Context: an optimization exercise on an open-source flow, tuned for small area. The choices shown serve that exercise and are no tape-out recipe.
Only simulation tests tie the RTL to the original design; equivalence was not proved.
Power and IR drop assume default switching activity.

==> design/flow/design.v <==
module MIPS_ALU (
    input clk,
    input pipeline_flush_i,
    input r_type_i,
    input [6 - 1 : 0] opcode_i,
    input [6 - 1 : 0] funct_i,
    input [32 - 1 : 0] alu_input1_i,
    input [32 - 1 : 0] alu_input2_i,
    input [32 - 1 : 0] pc_i,
    output overflow_o,
    output zero_o,
    output negative_o,
    output [32 - 1 : 0] alu_result_o
);
    reg overflow;
    reg zero;
    reg negative;
    reg [32 - 1 : 0] alu_result;
    assign alu_result_o = alu_result;
    assign overflow_o = overflow;
    assign zero_o = zero;
    assign negative_o = negative;
    always @(posedge clk) begin
        if (r_type_i) begin
            case (funct_i)
                6'h20: begin
                    alu_result = alu_input1_i + alu_input2_i;
                    overflow = (~alu_result[32 - 1] & alu_input1_i[32 - 1] 
                    & alu_input2_i[32 - 1]) | (alu_result[32 - 1] 
                    & ~alu_input1_i[32 - 1] & ~alu_input2_i[32 - 1]);
                end 
                6'h21: begin
                    alu_result = alu_input1_i + alu_input2_i;
                end
                6'h22: begin
                    alu_result = alu_input1_i - alu_input2_i;
                    overflow = (~alu_result[32 - 1] & ~alu_input1_i[32 - 1] 
                    & alu_input2_i[32 - 1]) | (alu_result[32 - 1] 
                    & alu_input1_i[32 - 1] & ~alu_input2_i[32 - 1]);
                end
                6'h23: begin
                    alu_result = alu_input1_i - alu_input2_i;
                end
                6'h24: begin  
                    alu_result = alu_input1_i & alu_input2_i;
                end
                6'h27: begin  
                    alu_result = ~(alu_input1_i | alu_input2_i);
                end
                6'h25: begin  
                    alu_result = alu_input1_i | alu_input2_i;
                end
                6'h26: begin  
                    alu_result = alu_input1_i ^ alu_input2_i;
                end
                6'h00: begin  
                    alu_result = alu_input1_i << alu_input2_i[4:0];
                end
                6'h04: begin  
                    alu_result = alu_input1_i << alu_input2_i[4:0];
                end
                6'h02: begin  
                    alu_result = alu_input1_i >> alu_input2_i[4:0];
                end
                6'h06: begin  
                    alu_result = alu_input1_i >> alu_input2_i[4:0];
                end
                6'h03: begin  
                    alu_result = $signed(alu_input1_i) >>> alu_input2_i[4:0];
                end
                6'h07: begin  
                    alu_result = $signed(alu_input1_i) >>> alu_input2_i[4:0];
                end
                6'h2A: begin  
                    alu_result <= $signed(alu_input1_i) < $signed(alu_input2_i);
                    negative <= $signed(alu_input1_i) < $signed(alu_input2_i);
                end
                6'h08: begin  
                    alu_result = alu_input1_i;
                end
            endcase
        end
        else begin
            case (opcode_i)
                6'h08: begin
                    alu_result = alu_input1_i + alu_input2_i;
                    overflow = (~alu_result[32 - 1] & alu_input1_i[32 - 1] 
                    & alu_input2_i[32 - 1]) | (alu_result[32 - 1] 
                    & ~alu_input1_i[32 - 1] & ~alu_input2_i[32 - 1]);
                end
                6'h09: begin
                    alu_result = alu_input1_i + alu_input2_i;
                end
                6'h0C: begin
                    alu_result = alu_input1_i & alu_input2_i;
                end
                6'h0D: begin
                    alu_result = alu_input1_i | alu_input2_i;
                end
                6'h0E: begin
                    alu_result = alu_input1_i ^ alu_input2_i;
                end
                6'h04: begin
                    alu_result <= alu_input1_i == alu_input2_i;
                    zero <= alu_input1_i == alu_input2_i;
                end
                6'h05: begin
                    alu_result <= alu_input1_i != alu_input2_i;
                    zero <= alu_input1_i == alu_input2_i;
                end
                6'h23: begin
                    alu_result = alu_input1_i + alu_input2_i;
                end
                6'h2B: begin
                    alu_result = alu_input1_i + alu_input2_i;
                end
            endcase
        end
    end
endmodule
==> design/flow/run.sh <==
#!/bin/bash
# synth_recipe.tcl (not shown) runs the flow's synth.tcl, then flattens the netlist and writes it again
# the make line also repeats each setting of config.mk as NAME=value (left out here)
make -C /OpenROAD-flow-scripts/flow DESIGN_CONFIG=/design/flow/config.mk WORK_HOME=/design/flow/orfs CLKGATE_MAP_FILE= SYNTH_SCRIPT=/design/flow/synth_recipe.tcl finish
==> design/flow/config.mk <==
export PLATFORM = sky130hd
export DESIGN_NAME = MIPS_ALU
export DESIGN_NICKNAME = MIPS_ALU
export VERILOG_FILES = /design/flow/design.v
export SDC_FILE = /design/flow/constraint.sdc
export NUM_CORES = 4
export LEC_CHECK = 0
export CAP_MARGIN = 20
export CORE_MARGIN = 2
export CORE_UTILIZATION = 40
export SLEW_MARGIN = 20
==> design/flow/constraint.sdc <==
create_clock -name core_clock -period 6.0 [get_ports {clk}]
set_input_delay 1.2000 -clock core_clock [delete_from_list [all_inputs] [get_ports {clk}]]
set_output_delay 1.2000 -clock core_clock [all_outputs]
set_load 0.01 [all_outputs]
==> run summary <==
==> final cells by class <==
class                      count  area [µm²]
antenna                        2        5.00
clock buffer                   5         125
clock inverter                 3        38.8
fill                        2983       15200
inverter                     102         383
multi-input combinational   1315        9820
sequential                    35        1050
tap                          384         480
timing repair buffer         193        1710
==> cell usage after synthesis, drive strengths merged, types with 5 or more instances <==
master,n,area share
nand2b,10,0.0053
mux2,6,0.0057
or3,14,0.0074
a22oi,5,0.0032
nor2b,9,0.0048
nand2,118,0.038
a311o,5,0.0042
mux4,65,0.12
a221oi,25,0.022
clkbuf,82,0.026
o21ai,102,0.044
ha,98,0.10
nor4,16,0.010
and3,16,0.0086
a211o,5,0.0037
inv,101,0.032
a2111oi,9,0.0088
edfxtp,35,0.089
xnor2,28,0.021
nand4,13,0.0069
o211ai,22,0.014
a211oi,42,0.029
o31ai,20,0.014
a21o,20,0.013
a21oi,147,0.064
o21bai,18,0.012
o21a,5,0.0032
nor3,51,0.023
a222oi,16,0.014
and2,10,0.0053
buf,51,0.024
nor2,184,0.058
nand3,48,0.020
o2111ai,8,0.0059
a21boi,5,0.0032
a31oi,22,0.013
mux2i,37,0.031
o221ai,16,0.012
o22ai,26,0.014
==> final timing paths <==
kind              slack (ns)        endpoint  cells after the start
setup / recovery        0.93  alu_result[29]                     12
hold / removal          1.60  alu_result[24]                      3
==> sequential cells by signal, indices dropped and copies added (netlist names) <==
register,flops
zero,1
negative,1
alu_result,32
overflow,1
==> critical path, stage by stage <==
cell             delay (ns)
clkdlybuf4s50_1        0.73
inv_1                  0.12
ha_1                   0.48
and3_1                 0.27
a21boi_1               0.34
nor4_2                 0.08
o21ai_1                0.44
a31oi_1                0.32
o41ai_1                0.59
xnor2_1                0.17
a221oi_1               0.27
o22ai_1                0.11
==> kinds of logic (layout without fill, tap and decap cells) <==
| family | count (synthesis) | after routing | share of synthesized area |
|---|---|---|---|
| compound gates | 567 | 567 | 0.334 |
| simple gates | 509 | 509 | 0.202 |
| buf+inv | 235 | 303 | 0.0828 |
| mux | 108 | 108 | 0.161 |
| fa+ha+maj | 100 | 100 | 0.107 |
| flops | 35 | 35 | 0.0890 |
| xor+xnor | 31 | 31 | 0.0230 |
| other cells | 0 | 2 | 0 |
==> where the power goes <==
group          leakage, nW  internal, mW  switching [mW]  total (mW)
Sequential           0.312         0.303         0.00576       0.309
Clock               0.0812         0.195           0.133       0.327
Combinational         4.84         0.462           0.764        1.23
==> metal layers <==
metal | GRT usage | vias to the layer above | share of wire | routed length, µm
met5 | 0 | - | 0 | 0
met4 | 0.140 | 0 | 0.037 | 2210
met3 | 0.106 | 126 | 0.14 | 8140
met2 | 0.543 | 1029 | 0.42 | 24900
met1 | 0.535 | 6821 | 0.41 | 24400
li1 | - | 6182 | - | -
==> run summary <==
Post-CTS Resized=0; grt ovf=0; synth unique cells=100; Avg WL per Cell=slightly below 30 µm; Avg Inst Size Synth=7.45 µm²; Worst Setup End Kind=flop; CTS tree=yes; sequential fraction of the synthesis area=0.0890; Max Cap Viol=0; Post-CTS Hold Fix Bufs=0; final routed DRC violation total=0; synthesized flop and latch total=35; Place WS=just under 0.8 ns; Final Wtd Congestion=around 1.1; EDFF count, synth=35; CP max FO=11; Worst Max-Slew Pin Slew=just over 1 ns; pwr dens=~140 nW/µm²; Die Wd=176 µm; period utilization=0.846; CP Data Required Time=6.05 ns; first-pass GRT wire length=approximately 87000 µm; Ports=roughly 150; Cell Area, Synth=11800 µm²; Antenna Violating Nets Remaining=0; number of global-route vias before repair=between 10k and 15k; Leak=5.24 nW; Port-buffer cells=roughly 110; Overall Power=around 1.9 mW; post-DP HPWL=45600 µm; Core Box Area=between 20000 and 30000 µm²; final worst slack=between 0.9 and 1 ns; Synthesized Nets=between 1.5k and 2k; pin count of the biggest net entering global routing=63; Total Routed Length=between 50000 and 60000 µm; initial antenna violation count=0; placed cell count=2029; Setup Buffers After CTS=0; post-layout util=0.472; fin crit period=just over 5 ns; Nets=between 1.5k and 2k; Die ar.=between 30000 and 40000 µm²; CP startpoint=alu_input1_i[4]; Main synth FF type=edfxtp_1; Warnings, synthesis=1; outcome=finished clean; count of final hold-check violations=0; area grow syn2layout=15.3%; Cell Rows=between 60 and 70; Setup TNS=0 ns; HP Class=in2reg; WS Path Type=in2reg; Initial Utilization=0.409; Worst Setup Start Kind=input port; worst hold start=r_type_i; clock slew at reported path FFs=around 0.070 ns; clk buf depth=2; Async SR Flop Fraction=0; DR vias=roughly 14k; H-tree levels=2; commonest non-fill, non-tap cell in the layout=nor2_1; total CTS buffers=5; share of cells above drive strength 1=0.132; Max VDD drop=92.5 µV; all-layer global routing usage=0.378; fin area=13600 µm²; root buf cell=clkbuf_16; DP Area=about 13000 µm²; Non-Filler Instances=2039; # setup viols final=0; WP data arrival=a little over 5 ns; Slew HR=0.323; Detailed Route Iter0 Violations=2329; commonest cells after routing, fill and taps aside=184 x nor2_1, 142 x a21oi_1, 117 x nand2_1, 107 x clkdlybuf4s50_1, 98 x ha_1; # clock sinks=35; fmax=around 200 MHz; Die Height=~180 µm; Via density=around 6.9; hold slack final=around 1.6 ns; RSZ-0062 raised after global routing=no; Syn Inst Count=between 1.5k and 2k; Initial DRT Pass Iterations=9; Slew Limit Fails=0

## port drivers added, routing unchanged
How much do the figures lean on ideal ports? The routed layout below was timed once more, with nothing changed but the port constraints.
Step 1 (the two cells are an assumption about what drives the block):
set clk [get_ports {clk}]
set_driving_cell -lib_cell sky130_fd_sc_hd__clkbuf_16 $clk
set_driving_cell -lib_cell sky130_fd_sc_hd__buf_2 [delete_from_list [all_inputs] $clk]
Step 2 times the ports against the registers' clock, not the clock port: input delays grow and output delays shrink by t, the midpoint of the rising clock arrivals with the driver on.
Slacks: no drivers / after step 1 / after step 2; pairs: no drivers / after step 1.
shift t [ns]: 0.360
slack for setup (ns): 0.926 / 0.951 / 0.591
hold WS [ns]: 1.600 / 1.572 / 1.932
latest minus earliest clock arrival (ns): 0.012 / 0.012
worst register clock-pin slew, ns: 0.07 / 0.07
After both steps this run still meets setup and hold. The setup slack of this run moves by +0.025 ns with the drivers and by -0.335 ns with both steps.
